Source: an optimization exercise on an open RTL-to-GDS flow (aim: small area, a short achievable clock period and few clock cycles). Production flows keep margins and buffers that such runs may drop.
Function was checked by simulation only, so behaviour that the tests miss may differ from the original.
The clock port is modelled as an ideal driver; clocking choices that lean on that would not hold on a real chip.
No activity file was given, so power comes from the tool's default toggle rates.

==> job 1345: inputs <==
==> flow/design.v <==
module fsm(
    input [15:0] dataIn,
    input R_I,
    input reset,
    input clk,
    output reg REG_ERROR,
    output [15:0] dataOut,
    output reg R_O
);
wire        s = dataIn[15];
wire [14:0] x = dataIn[14:0];
wire        busy = R_O | REG_ERROR;
wire [11:0] lo;
assign lo[0] = 1'b0;
genvar g;
generate
    for (g = 1; g < 12; g = g + 1) begin : p
        assign lo[g] = |x[g-1:0];
    end
endgenerate
wire [11:0] m = x[11:0] ^ ({12{s}} & lo);
wire err = s ? ~&x[14:11] : (|x[14:12] | (x[11] & lo[11]));
wire l4 = s ? (&x[10:4] & lo[4]) : ~|x[11:4];
wire l8 = s ? (&x[10:8] & lo[8]) : ~|x[11:8];
wire [11:0] t4;
assign t4[11:8] = m[11:8] | ({4{l8}} & m[7:4]) | ({4{l4}} & m[3:0]);
assign t4[7:4]  = ({4{~l8}} & m[7:4]) | ({4{l8 & ~l4}} & m[3:0]);
assign t4[3:0]  = {4{~l8}} & m[3:0];
wire f1 = ~t4[11] & t4[10];
wire f2 = ~t4[11] & ~t4[10] & t4[9];
wire f3 = ~t4[11] & ~t4[10] & ~t4[9] & t4[8];
reg        sgn, q8, q4, p1, p2, p3;
reg [11:0] r4;
always @(posedge clk) begin
    sgn <= s;
    q8  <= l4;
    q4  <= l8 & ~l4;
    p1  <= f1;
    p2  <= f2;
    p3  <= f3;
    r4  <= t4;
    if (reset) begin
        R_O       <= 1'b0;
        REG_ERROR <= 1'b0;
    end else begin
        R_O       <= R_I & ~busy & ~err;
        REG_ERROR <= R_I & ~busy & err;
    end
end
wire p0 = r4[11];
wire [13:0] rz = {r4, 2'b00};
generate
    for (g = 0; g < 10; g = g + 1) begin : o_m
        assign dataOut[g] = (p0 & rz[g+3]) | (p1 & rz[g+2]) | (p2 & rz[g+1]) | (p3 & rz[g]);
    end
endgenerate
assign dataOut[10] = p1 | p3;
assign dataOut[11] = p0 | p3;
assign dataOut[12] = p3 ^ q4;
assign dataOut[13] = p3 ? q8 : ~(q4 | q8);
assign dataOut[14] = (p0 | p1 | p2 | p3) & ~(p3 & q8);
assign dataOut[15] = sgn;
endmodule
==> flow/flow/run.sh <==
#!/bin/bash
# ORFS layout as in standard.sh (the standard flow's own layout), with two changes:
#  - synthesis is synth_recipe.tcl, except that ABC maps with the script in
#    flow/map.abc (plain mapping, no sizing: the resizer sizes the cells
#    later) and, if MY_ABC_AVOID is set, without the slow many-input cells it
#    names; registers are mapped as in synth_recipe.tcl and keep their names;
#  - plain buf_1 cells as the port buffers (the resizer upsizes them where
#    timing needs it).
# Settings are in flow/params.sh; the ORFS output goes to standard_flow.log
# and the per-step logs under orfs/logs.
set -euo pipefail
W=$PWD
source "$W/flow/params.sh"
export MY_ABC_D MY_ABC_SCRIPT
# cells whose names match MY_ABC_AVOID (a regular expression) are kept out of ABC's library
MY_ABC_DONTUSE=""
if [[ -n "${MY_ABC_AVOID:-}" ]]; then
  MY_ABC_DONTUSE=$(grep -oE '^\s*cell *\( *"?sky130_fd_sc_hd__[a-z0-9_]+' "$FLOW_HOME/platforms/sky130hd/lib/sky130_fd_sc_hd__tt_025C_1v80.lib" \
    | grep -oE 'sky130_fd_sc_hd__[a-z0-9_]+' | grep -E "sky130_fd_sc_hd__($MY_ABC_AVOID)" | tr '\n' ' ')
fi
export MY_ABC_DONTUSE
# clock tree options, if set, replace ORFS's defaults for clock_tree_synthesis
if [[ -n "${MY_CTS_ARGS:-}" ]]; then export CTS_ARGS="$MY_CTS_ARGS"; fi
# extra ORFS variables (NAME=value words), e.g. repair options
for kv in ${MY_ENV:-}; do export "$kv"; done
export BUFFER_PORTS_ARGS="-buffer_cell sky130_fd_sc_hd__buf_1"
sed "s#SYNTH_SCRIPT=[^ ]*#SYNTH_SCRIPT=$W/flow/my_synth.tcl#" standard.sh > my_standard.sh
bash my_standard.sh finish > standard_flow.log 2>&1
==> flow/flow/map.abc <==
&get -n
&st
&dch
&nf
&put
topo
stime -c
==> flow/flow/my_synth.tcl <==
# synth_recipe.tcl with the abc call's script replaced (MY_ABC_SCRIPT), its
# delay target dropped or set (MY_ABC_D) and cells kept out (MY_ABC_DONTUSE).
proc abc {args} {
  set out {}
  for {set i 0} {$i < [llength $args]} {incr i} {
    set a [lindex $args $i]
    if {$a eq "-script"} {
      incr i
      if {$::env(MY_ABC_SCRIPT) ne ""} { lappend out -script $::env(MY_ABC_SCRIPT) }
      continue
    }
    if {$a eq "-D"} { incr i; continue }
    lappend out $a
  }
  if {$::env(MY_ABC_D) ne ""} { lappend out -D $::env(MY_ABC_D) }
  # extra cells ABC may not map to (slow many-input cells)
  if {[info exists ::env(MY_ABC_DONTUSE)]} {
    foreach pat $::env(MY_ABC_DONTUSE) {
      lappend out -dont_use $pat
    }
  }
  puts "my abc: $out"
  yosys abc {*}$out
}
source [file join [file dirname [file normalize [info script]]] .. synth_recipe.tcl]
==> flow/flow/params.sh <==
MY_ABC_D=""
MY_ABC_SCRIPT="$W/flow/map.abc"
MY_ABC_AVOID="or4|and4|or3|and3|nor4|nand4|o41|a41|o311|a311|o2111|a2111|mux4|xor3|xnor3|maj3|fa_|ha_"
MY_CTS_ARGS=""
MY_ENV=""
==> flow/standard.sh <==
#!/bin/bash
# synth_recipe.tcl (not shown) runs the flow's synth.tcl, then flattens the netlist and writes it again
# the make line also repeats each setting of config.mk as NAME=value (left out here)
make -C /OpenROAD-flow-scripts/flow DESIGN_CONFIG=/design/flow/config.mk WORK_HOME=/design/flow/orfs CLKGATE_MAP_FILE= SYNTH_SCRIPT=/design/flow/synth_recipe.tcl "${@:-finish}"
==> flow/config.mk <==
export PLATFORM = sky130hd
export DESIGN_NAME = fsm
export DESIGN_NICKNAME = fsm
export VERILOG_FILES = /design/flow/design.v
export SDC_FILE = /design/flow/constraint.sdc
export NUM_CORES = 4
export LEC_CHECK = 0
export CAP_MARGIN = 20
export CORE_AREA = 2 2 62 62
export DIE_AREA = 0 0 64 64
export SETUP_SLACK_MARGIN = 2.75
export SLEW_MARGIN = 20
==> flow/constraint.sdc <==
create_clock -name core_clock -period 5.0 [get_ports {clk}]
set_input_delay 1.0000 -clock core_clock [delete_from_list [all_inputs] [get_ports {clk}]]
set_output_delay 1.0000 -clock core_clock [all_outputs]
set_load 0.01 [all_outputs]
==> job 7845: changes against job 1345 <==
==> flow/design.v (replaced) <==
module fsm(
    input [15:0] dataIn,
    input R_I,
    input reset,
    input clk,
    output reg REG_ERROR,
    output [15:0] dataOut,
    output reg R_O
);
wire        s = dataIn[15];
wire [11:0] x = dataIn[11:0];
wire        busy = R_O | REG_ERROR;
wire        err;
cv_err u_err (.x(dataIn[14:0]), .s(s), .err(err));
wire [11:0] nm;
cv_abs u_abs (.x(x), .s(s), .nm(nm));
wire k8, k4, nk8, nk4, nk0;
cv_class u_cls (.x(x), .s(s), .k8(k8), .k4(k4), .nk8(nk8), .nk4(nk4), .nk0(nk0));
wire [11:0] t4;
genvar g;
generate
    for (g = 8; g < 12; g = g + 1) begin : c_hi
        cv_o221ai u (.a1(nk4), .a2(nm[g-4]), .b1(nk8), .b2(nm[g-8]), .c1(nm[g]), .y(t4[g]));
    end
    for (g = 4; g < 8; g = g + 1) begin : c_mid
        cv_mux2i u (.s(k4), .a0(nm[g]), .a1(nm[g-4]), .y(t4[g]));
    end
    for (g = 0; g < 4; g = g + 1) begin : c_lo
        cv_nor2 u (.a(nk0), .b(nm[g]), .y(t4[g]));
    end
endgenerate
wire f1, f2, f3;
cv_nor2b u_f1 (.a(t4[11]), .bn(t4[10]), .y(f1));
cv_nor3b u_f2 (.a(t4[11]), .b(t4[10]), .cn(t4[9]), .y(f2));
cv_nor4b u_f3 (.a(t4[11]), .b(t4[10]), .c(t4[9]), .dn(t4[8]), .y(f3));
reg        sgn, q8, q4, p1, p2, p3;
reg [11:0] r4;
always @(posedge clk) begin
    sgn <= s;
    q8  <= k8;
    q4  <= k4;
    p1  <= f1;
    p2  <= f2;
    p3  <= f3;
    r4  <= t4;
    if (reset) begin
        R_O       <= 1'b0;
        REG_ERROR <= 1'b0;
    end else begin
        R_O       <= R_I & ~busy & ~err;
        REG_ERROR <= R_I & ~busy & err;
    end
end
wire p0 = r4[11];
cv_ao22  u_m0 (.a1(p0), .a2(r4[1]), .b1(p1), .b2(r4[0]), .y(dataOut[0]));
cv_ao222 u_m1 (.a1(p0), .a2(r4[2]), .b1(p1), .b2(r4[1]), .c1(p2), .c2(r4[0]), .y(dataOut[1]));
generate
    for (g = 2; g < 10; g = g + 1) begin : o_m
        cv_ao2222 u (.a1(p0), .a2(r4[g+1]), .b1(p1), .b2(r4[g]), .c1(p2), .c2(r4[g-1]),
                     .d1(p3), .d2(r4[g-2]), .y(dataOut[g]));
    end
endgenerate
cv_exp2 u_exp (.q8(q8), .q4(q4), .p0(p0), .p1(p1), .p2(p2), .p3(p3), .e(dataOut[14:10]));
assign dataOut[15] = sgn;
endmodule
module cv_exp2 (input q8, q4, p0, p1, p2, p3, output [4:0] e);
    wire k0 = ~q8 & ~q4;
    wire p012 = p0 | p1 | p2;
    assign e[0] = p1 | p3;
    assign e[1] = p0 | p3;
    assign e[2] = q4 ? p012 : p3;
    assign e[3] = (k0 & p012) | (q8 & p3);
    assign e[4] = p012 | (p3 & ~q8);
endmodule
module cv_ao22 (input a1, a2, b1, b2, output y);
    assign y = (a1 & a2) | (b1 & b2);
endmodule
module cv_ao222 (input a1, a2, b1, b2, c1, c2, output y);
    wire u, v;
    cv_aoi22 ua (.a1(a1), .a2(a2), .b1(b1), .b2(b2), .y(u));
    cv_nand2 ub (.a(c1), .b(c2), .y(v));
    cv_nand2 uc (.a(u), .b(v), .y(y));
endmodule
module cv_ao2222 (input a1, a2, b1, b2, c1, c2, d1, d2, output y);
    wire u, v;
    cv_aoi22 ua (.a1(a1), .a2(a2), .b1(b1), .b2(b2), .y(u));
    cv_aoi22 ub (.a1(c1), .a2(c2), .b1(d1), .b2(d2), .y(v));
    cv_nand2 uc (.a(u), .b(v), .y(y));
endmodule
module cv_aoi22 (input a1, a2, b1, b2, output y);
    assign y = ~((a1 & a2) | (b1 & b2));
endmodule
module cv_nor2b (input a, bn, output y);
    assign y = ~a & bn;
endmodule
module cv_nor3b (input a, b, cn, output y);
    assign y = ~a & ~b & cn;
endmodule
module cv_nor4b (input a, b, c, dn, output y);
    assign y = ~a & ~b & ~c & dn;
endmodule
module cv_err (input [14:0] x, input s, output err);
    assign err = s ? ~&x[14:11] : (|x[14:12] | (x[11] & |x[10:0]));
endmodule
module cv_abs (input [11:0] x, input s, output [11:0] nm);
    wire [11:0] lo;
    assign lo[0] = 1'b0;
    genvar i;
    generate
        for (i = 1; i < 12; i = i + 1) begin : p
            assign lo[i] = |x[i-1:0];
        end
    endgenerate
    assign nm = ~(x ^ ({12{s}} & lo));
endmodule
module cv_class (input [11:0] x, input s, output k8, k4, nk8, nk4, nk0);
    wire lt16  = s ? (&x[10:4] & |x[3:0]) : ~|x[11:4];
    wire lt256 = s ? (&x[10:8] & |x[7:0]) : ~|x[11:8];
    assign k8  = lt16;
    assign nk8 = ~lt16;
    assign k4  = lt256 & ~lt16;
    assign nk4 = ~(lt256 & ~lt16);
    assign nk0 = lt256;
endmodule
module cv_exp (input q8, q4, q2, n11, n10, output [4:0] e);
    wire [3:0] lz = {q8, q4, q2, n11};
    wire nz = ~(n11 & n10);
    assign e = nz ? (5'd26 - {1'b0, lz}) : 5'd0;
endmodule
module cv_o221ai (input a1, a2, b1, b2, c1, output y);
    assign y = ~((a1 | a2) & (b1 | b2) & c1);
endmodule
module cv_mux2i (input s, a0, a1, output y);
    assign y = ~(s ? a1 : a0);
endmodule
module cv_nor2 (input a, b, output y);
    assign y = ~(a | b);
endmodule
module cv_nand2 (input a, b, output y);
    assign y = ~(a & b);
endmodule
module cv_inv (input a, output y);
    assign y = ~a;
endmodule
--- a/flow/flow/run.sh
+++ b/flow/flow/run.sh
@@ -19,10 +19,6 @@
     | grep -oE 'sky130_fd_sc_hd__[a-z0-9_]+' | grep -E "sky130_fd_sc_hd__($MY_ABC_AVOID)" | tr '\n' ' ')
 fi
 export MY_ABC_DONTUSE
-# clock tree options, if set, replace ORFS's defaults for clock_tree_synthesis
-if [[ -n "${MY_CTS_ARGS:-}" ]]; then export CTS_ARGS="$MY_CTS_ARGS"; fi
-# extra ORFS variables (NAME=value words), e.g. repair options
-for kv in ${MY_ENV:-}; do export "$kv"; done
 export BUFFER_PORTS_ARGS="-buffer_cell sky130_fd_sc_hd__buf_1"
 sed "s#SYNTH_SCRIPT=[^ ]*#SYNTH_SCRIPT=$W/flow/my_synth.tcl#" standard.sh > my_standard.sh
 bash my_standard.sh finish > standard_flow.log 2>&1
==> flow/flow/params.sh (replaced) <==
MY_ABC_D=""
MY_ABC_SCRIPT="$W/flow/map.abc"
MY_ABC_AVOID="or4|and4|or3|and3|nor4|nand4|o41|a41|o311|a311|o2111|a2111|mux4|xor3|xnor3|maj3|fa_|ha_"
- CORE_AREA: 2 2 62 62 -> default
- CORE_MARGIN: default -> 2
- CORE_UTILIZATION: default -> 40
- DIE_AREA: 0 0 64 64 -> default
- SETUP_SLACK_MARGIN: 2.75 -> 2.7
- SYNTH_HIERARCHICAL: default -> 1
- SYNTH_MINIMUM_KEEP_SIZE: default -> 0
==> comparison table <==
item                                                                       job 7845                 job 1345
Count of buffers added by post-CTS timing repair for setup                        0                        1
Nets in the synthesized netlist                                                 167                      156
Vias                                                                           1181                     1104
Mean number of vias per cell                                                   5.42                     4.88
Clock network contribution to total cell area                                0.0368                   0.0162
Tap cell count                                                                   31                       46
Switching part of the total power                                             0.299                    0.323
Pre-CTS setup slack                                                         2.23 ns                  2.14 ns
Share of cell area taken by multi-input logic gates                           0.539                    0.487
WL per Instance                                                             12.1 um                  10.8 um
Combinational share of power                                                  0.252                    0.303
Global-route wire length before repair                                      4200 um                  4060 um
Net count reported at finish                                                    207                      201
Placeable core region                                                      2760 um2                 3390 um2
Status                                                      complete, no violations  complete, no violations
Later-pin clock latency in the skew report                                  0.30 ns                  0.28 ns
Pin count of the biggest net entering global routing                             22                       15
Power drawn by the clock network                                           0.126 mW                0.0676 mW
Met2 Use GR                                                                   0.284                    0.191
Testbench counts of job 1345, summed over its fixed seeds: cycles 24,000.
Testbench counts of job 7845, summed over its fixed seeds: cycles 24,000.

==> what the ideal ports hide <==
The results above use ideal ports. As a check the final layouts listed here were re-extracted and re-timed, cells and wires unchanged. Step 1 sets driving cells, clkbuf_16 on the clock port and buf_2 on the other inputs (assumed; they add their load-dependent delay and slew). Step 2 times the ports against the registers' clock, not the clock port: input delays grow and output delays shrink by t, the midpoint of the rising clock arrivals with the driver on. Slacks: no drivers / after step 1 / after step 2; pairs: no drivers / after step 1.
run	t, ns	slack for setup (ns)	worst setup path at the end
job 1345	0.299	2.731 / 2.712 / 2.487	input to register
job 7845	0.316	2.776 / 2.780 / 2.464	input to register
After both steps setup and hold are still met in every run listed. The setup slack of job 7845, which loses most, moves by +0.004 ns with the drivers and by -0.312 ns with both steps.
